What follows belongs to an exercise in optimizing a design on an open flow for small area and a short achievable clock period; a production flow would make more cautious choices.
Where RTL was checked, it was by simulation tests only, not by an equivalence proof against the original.

==> run K: inputs <==
==> flow/design.v (excerpt) <==
module simon32_64 (
  input  logic        clk, reset,
  input  logic        in_valid,
  input  logic [31:0] plaintext,
  input  logic [63:0] key,
  output logic        out_valid,
  output logic [31:0] ciphertext
);
Settings: LEC_CHECK=0, CAP_MARGIN=20, CORE_MARGIN=2, CORE_UTILIZATION=65, CTS_CLUSTER_DIAMETER=80, CTS_CLUSTER_SIZE=30, GPL_TIMING_DRIVEN=0, PLACE_DENSITY=0.8, SETUP_SLACK_MARGIN=0.8, SLEW_MARGIN=20, SYNTH_HIERARCHICAL=1, SYNTH_MINIMUM_KEEP_SIZE=0; clock period 2.5 ns.
standard.sh (not shown) runs the stock make flow with config.mk's settings and CLKGATE_MAP_FILE= SYNTH_SCRIPT=/design/flow/synth_recipe.tcl, a recipe that flattens the netlist after the stock synthesis.
==> flow/flow/run.sh <==
#!/bin/bash
# The standard layout, except that the output ports get a fast buffer (buf_4) instead of the
# default port buffer; the input ports get buf_4 too. Everything else is standard.sh as is.
set -euo pipefail
here=$(pwd)
bash standard.sh DONT_BUFFER_PORTS=1 PRE_GLOBAL_PLACE_TCL="$here/flow/ports.tcl" finish > "$here/flow_standard.log" 2>&1
==> flow/flow/ports.tcl <==
# Port buffers, placed where global_place.tcl would put them: a fast buffer (buf_4) on every
# input and output port instead of the default delay buffer.
buffer_ports -inputs -buffer_cell sky130_fd_sc_hd__buf_4
buffer_ports -outputs -buffer_cell sky130_fd_sc_hd__buf_4
==> run P: changes against run K <==
SETUP_SLACK_MARGIN = 0.85   (was 0.8)
==> run D: changes against run K <==
==> flow/flow/run.sh (replaced) <==
#!/bin/bash
# The standard layout, except that the output ports get a fast buffer (buf_4) instead of the
# default port buffer; the input ports keep the default. Everything else is standard.sh as is.
set -euo pipefail
here=$(pwd)
bash standard.sh DONT_BUFFER_PORTS=1 PRE_GLOBAL_PLACE_TCL="$here/flow/ports.tcl" finish > "$here/flow_standard.log" 2>&1
==> flow/flow/ports.tcl (replaced) <==
# Port buffers, placed where global_place.tcl would put them: inputs with the default cell,
# outputs with a fast buffer.
buffer_ports -inputs
buffer_ports -outputs -buffer_cell sky130_fd_sc_hd__buf_4
SETUP_SLACK_MARGIN = 0.85   (was 0.8)
==> summary.txt <==
| quantity | run K | run P | run D |
|---|---|---|---|
| Status | timing/DRC/antenna clean | timing/DRC/antenna clean | timing/DRC/antenna clean |
| ANT cells | 1 | 1 | 6 |
| Area of combinational cells with multiple inputs | 32,400 µm² | 33,900 µm² | 34,900 µm² |
| Met2 capacity usage during global routing | 54.0% | 56.0% | 56.6% |
| Post-route cell area | 65,200 µm² | 67,400 µm² | 68,400 µm² |
| Number of DRC markers in iteration 0 | 3,338 | 3,592 | 3,642 |
| FF/Latch Area | 27,900 µm² | 28,000 µm² | 28,000 µm² |
| Fraction of standard cell area in multi-input logic | 49.6% | 50.3% | 50.9% |
| R2r setup slk | 680 ps | 720 ps | 770 ps |
| Global router's overall resource usage | 35.7% | 36.5% | 37.0% |
| Non-filler cells, final | 6,478 | 6,527 | 6,547 |
| CP required | 3060 ps | 3080 ps | 3110 ps |
| Critical path fanouts, max | 4 | 4 | 3 |
| Cells resized by post-CTS repair | 178 | 343 | 685 |
No functional check of the RTL was part of any run of this note.

---

==> inputs of v29 <==
Another version of the RTL of simon32_64 (not shown whole).
Settings: LEC_CHECK=0, CAP_MARGIN=20, CORE_MARGIN=2, CORE_UTILIZATION=65, CTS_CLUSTER_DIAMETER=80, CTS_CLUSTER_SIZE=30, GPL_TIMING_DRIVEN=0, SETUP_SLACK_MARGIN=1.0, SLEW_MARGIN=20, SYNTH_HIERARCHICAL=1, SYNTH_MINIMUM_KEEP_SIZE=0; clock period 2.5 ns.
==> flow/flow/run.sh <==
#!/bin/bash
# The standard layout, except that the output ports get a fast buffer (buf_4) instead of the
# default port buffer; the input ports keep the default. Everything else is standard.sh as is.
set -euo pipefail
here=$(pwd)
bash standard.sh DONT_BUFFER_PORTS=1 PRE_GLOBAL_PLACE_TCL="$here/flow/ports.tcl" finish > "$here/flow_standard.log" 2>&1
==> flow/flow/ports.tcl <==
# Port buffers, placed where global_place.tcl would put them: inputs with the default cell,
# outputs with a fast buffer.
buffer_ports -inputs
buffer_ports -outputs -buffer_cell sky130_fd_sc_hd__buf_4
==> v14: changes against v29 <==
CORE_UTILIZATION = 70   (was 65)
PLACE_DENSITY = 0.9   (was not set)
SETUP_SLACK_MARGIN = 0.85   (was 1.0)
==> notes <==
- Of v29 and v14, v29 has the higher worst setup slack (gap 0.13 ns).
- Die area: v29 is larger than v14 (about 8%).
- Synthesized cell count is the same in v29 and v14.
- Utilization: v29 is higher than v14 (3.4 points).
- Count of clock-buffer cells in the layout: v14 is lower than v29 (3).
- Against v29, the register-to-register slack of v14 is lower by 0.14 ns.
- Hold slack: v14 is higher than v29 (0.10 ns).
- Against v14, the sequential share of layout area of v29 is lower by 4.0 points.

---

==> inputs of quartz <==
simon32_64 again, from the RTL that the note above started with.
// simon32_64
module simon32_64 (
  input  logic        clk, reset,
  input  logic        in_valid,
  input  logic [31:0] plaintext,
  input  logic [63:0] key,
  output logic        out_valid,
  output logic [31:0] ciphertext
);
Settings: LEC_CHECK=0, CAP_MARGIN=20, CORE_MARGIN=2, CORE_UTILIZATION=55, GPL_TIMING_DRIVEN=0, SETUP_SLACK_MARGIN=0.8, SLEW_MARGIN=20, SYNTH_HIERARCHICAL=1, SYNTH_MINIMUM_KEEP_SIZE=0; clock period 2.5 ns.
Scripts as last shown in full above: flow/flow/run.sh, flow/flow/ports.tcl
==> onyx (differences from quartz) <==
CTS_CLUSTER_DIAMETER = 80   (was not set)
CTS_CLUSTER_SIZE = 30   (was not set)
PLACE_DENSITY = 0.8   (was not set)
SETUP_SLACK_MARGIN = 0.85   (was 0.8)
TNS_END_PERCENT = 0   (was not set)
==> nickel (differences from quartz) <==
CORE_UTILIZATION = 65   (was 55)
CTS_CLUSTER_DIAMETER = 80   (was not set)
CTS_CLUSTER_SIZE = 30   (was not set)
PLACE_DENSITY = 0.8   (was not set)
SETUP_SLACK_MARGIN = 0.9   (was 0.8)
==> summary of the runs <==
Of onyx and quartz, quartz has the higher maximum frequency (gap about 8%, measured against quartz). Against nickel, the global-route usage of quartz is lower by 5.2 points. The highest clock skew belongs to onyx, the lowest to quartz. Synthesized cell count is the same in nickel and onyx. The highest via count belongs to nickel, the lowest to onyx. The highest worst setup slack belongs to nickel, the lowest to onyx. Against onyx, the first-iteration DRC count of nickel is higher by 42%. In nickel the die area is smaller than in quartz, by about 15%. Cell count: quartz is higher than nickel (about 5%). In critical path depth, nickel and quartz do not differ.

---

==> job 5932 <==
Starting RTL as in the previous note.
## simon32_64
module simon32_64 (
  input  logic        clk, reset,
  input  logic        in_valid,
  input  logic [31:0] plaintext,
  input  logic [63:0] key,
  output logic        out_valid,
  output logic [31:0] ciphertext
);
  logic [15:0] w_0;
  logic [15:0] d1_r0;
  logic [15:0] s0_r0;
  logic [15:0] d3_r0;
  logic [15:0] k4;
  logic [15:0] x_1;
  logic [15:0] w_1;
  logic [15:0] d2_r1;
  logic [15:0] s1_r1;
  logic [15:0] d4_r1;
  logic [15:0] k5;
  logic [15:0] x_2;
  logic [15:0] w_2;
  logic [15:0] s2_r1;
  logic [15:0] xq2, wq2;
  logic [15:0] kq2_3;
  logic [15:0] kq2_4;
  logic [15:0] kq2_5;
  logic [15:0] sq2;
  logic [15:0] d5_r2;
  logic [15:0] k6;
  logic [15:0] x_3;
  logic [15:0] w_3;
  logic [15:0] d4_r3;
  logic [15:0] s3_r3;
  logic [15:0] d6_r3;
  logic [15:0] k7;
  logic [15:0] x_4;
  logic [15:0] w_4;
  logic [15:0] s4_r3;
  logic [15:0] xq4, wq4;
  logic [15:0] kq4_5;
  logic [15:0] kq4_6;
  logic [15:0] kq4_7;
  logic [15:0] sq4;
  logic [15:0] d7_r4;
  logic [15:0] k8;
  logic [15:0] x_5;
  logic [15:0] w_5;
  logic [15:0] d6_r5;
  logic [15:0] s5_r5;
  logic [15:0] d8_r5;
  logic [15:0] k9;
  logic [15:0] x_6;
  logic [15:0] w_6;
  logic [15:0] s6_r5;
  logic [15:0] xq6, wq6;
  logic [15:0] kq6_7;
  logic [15:0] kq6_8;
  logic [15:0] kq6_9;
  logic [15:0] sq6;
  logic [15:0] d9_r6;
  logic [15:0] k10;
  logic [15:0] x_7;
  logic [15:0] w_7;
  logic [15:0] d8_r7;
  logic [15:0] s7_r7;
  logic [15:0] d10_r7;
  logic [15:0] k11;
  logic [15:0] x_8;
  logic [15:0] w_8;
  logic [15:0] s8_r7;
  logic [15:0] xq8, wq8;
  logic [15:0] kq8_9;
  logic [15:0] kq8_10;
  logic [15:0] kq8_11;
  logic [15:0] sq8;
  logic [15:0] d11_r8;
  logic [15:0] k12;
  logic [15:0] x_9;
  logic [15:0] w_9;
  logic [15:0] d10_r9;
  logic [15:0] s9_r9;
  logic [15:0] d12_r9;
  logic [15:0] k13;
  ...
export LEC_CHECK = 0
export CAP_MARGIN = 20
export CORE_MARGIN = 2
export CORE_UTILIZATION = 55
export CTS_CLUSTER_DIAMETER = 80
export CTS_CLUSTER_SIZE = 30
export GPL_TIMING_DRIVEN = 0
export PLACE_DENSITY = 0.8
export SETUP_SLACK_MARGIN = 1.0
export SLEW_MARGIN = 20
export SYNTH_HIERARCHICAL = 1
export SYNTH_MINIMUM_KEEP_SIZE = 0
export TNS_END_PERCENT = 20
create_clock -name core_clock -period 2.5 [get_ports {clk}]
Scripts as last shown in full above: flow/flow/run.sh, flow/flow/ports.tcl
==> job 6564 (differences from job 5932) <==
CTS_CLUSTER_DIAMETER = default   (was 80)
CTS_CLUSTER_SIZE = default   (was 30)
PLACE_DENSITY = default   (was 0.8)
TNS_END_PERCENT = default   (was 20)
==> summary.txt <==
Run status: job 6564 timing/DRC/antenna clean; job 5932 timing/DRC/antenna clean
Source of the critical timing path: job 6564 ct_q[24]; job 5932 xq26[4]
Met3 Use GR: job 6564 4.00%; job 5932 3.15%
Number of DRC markers after the initial detailed-route iteration: job 6564 2,413; job 5932 2,362
Hold-critical path endpoint: job 6564 kq2_3[13]; job 5932 kq2_3[15]
Arrival @ worst endpoint: job 6564 1.20 ns; job 5932 2.38 ns
Largest net degree at the start of global routing: job 6564 17; job 5932 31
# diodes: job 6564 1; job 5932 0
Fill count: job 6564 7,146; job 5932 7,777
Number of cells upsized or downsized after cts: job 6564 882; job 5932 363
Worst setup path category: job 6564 register to output port; job 5932 register to register
Post-detailed-route wirelength per cell: job 6564 25.5 um; job 5932 24.0 um
Worst setup margin: job 6564 0.801 ns; job 5932 0.764 ns
Highest metal layer used by the detailed router: job 6564 met5; job 5932 met4
Worst path buffer plus inverter count: job 6564 1; job 5932 0
Clock buffers created by TritonCTS: job 6564 147; job 5932 57

-- separate check: timing with driven ports --
How much do the figures lean on ideal ports? The routed layouts below were timed once more, with nothing changed but the port constraints.
Step 1, drivers: a clkbuf_16 drives clk and a buf_2 each remaining input, both assumed.
Step 2 moves the port delays by t, midway between the first and last clock arrival at a register: inputs arrive t later, outputs are due t later. That takes back most of the time a late clock gives input paths.
Three values: ideal, step 1, step 2; two values: the first two.
| run | shift t [ns] | setup slack, ns | worst hold slack (ns) | worst slew at a driven data input, ns |
|---|---|---|---|---|
| run K | 0.742 | 0.651 / 0.666 / -0.076 | 0.037 / 0.004 / 0.390 | 0.08 |
| run P | 0.760 | 0.696 / 0.704 / -0.056 | 0.072 / 0.032 / 0.394 | 0.09 |
| run D | 0.748 | 0.618 / 0.636 / -0.112 | 0.176 / 0.144 / 0.389 | 0.09 |
| v29 | 0.770 | 0.820 / 0.745 / 0.230 | 0.078 / 0.029 / 0.332 | 0.07 |
| v14 | 0.752 | 0.688 / 0.688 / 0.099 | 0.181 / 0.134 / 0.327 | 0.07 |
| quartz | 0.814 | 0.742 / 0.699 / 0.072 | 0.269 / 0.222 / 0.325 | 0.05 |
| onyx | 0.786 | 0.582 / 0.582 / -0.065 | 0.336 / 0.280 / 0.336 | 0.05 |
| nickel | 0.731 | 0.834 / 0.787 / 0.198 | 0.101 / 0.064 / 0.325 | 0.07 |
| job 5932 | 0.768 | 0.764 / 0.737 / 0.056 | 0.141 / 0.093 / 0.338 | 0.05 |
| job 6564 | 0.835 | 0.801 / 0.725 / 0.179 | 0.023 / -0.035 / 0.322 | 0.05 |
Met with ideal ports but missed after step 2: setup timing in run K, run P, run D and onyx. For run P, which loses most, drivers alone change the setup slack by +0.008 ns; drivers and shift together by -0.752 ns.
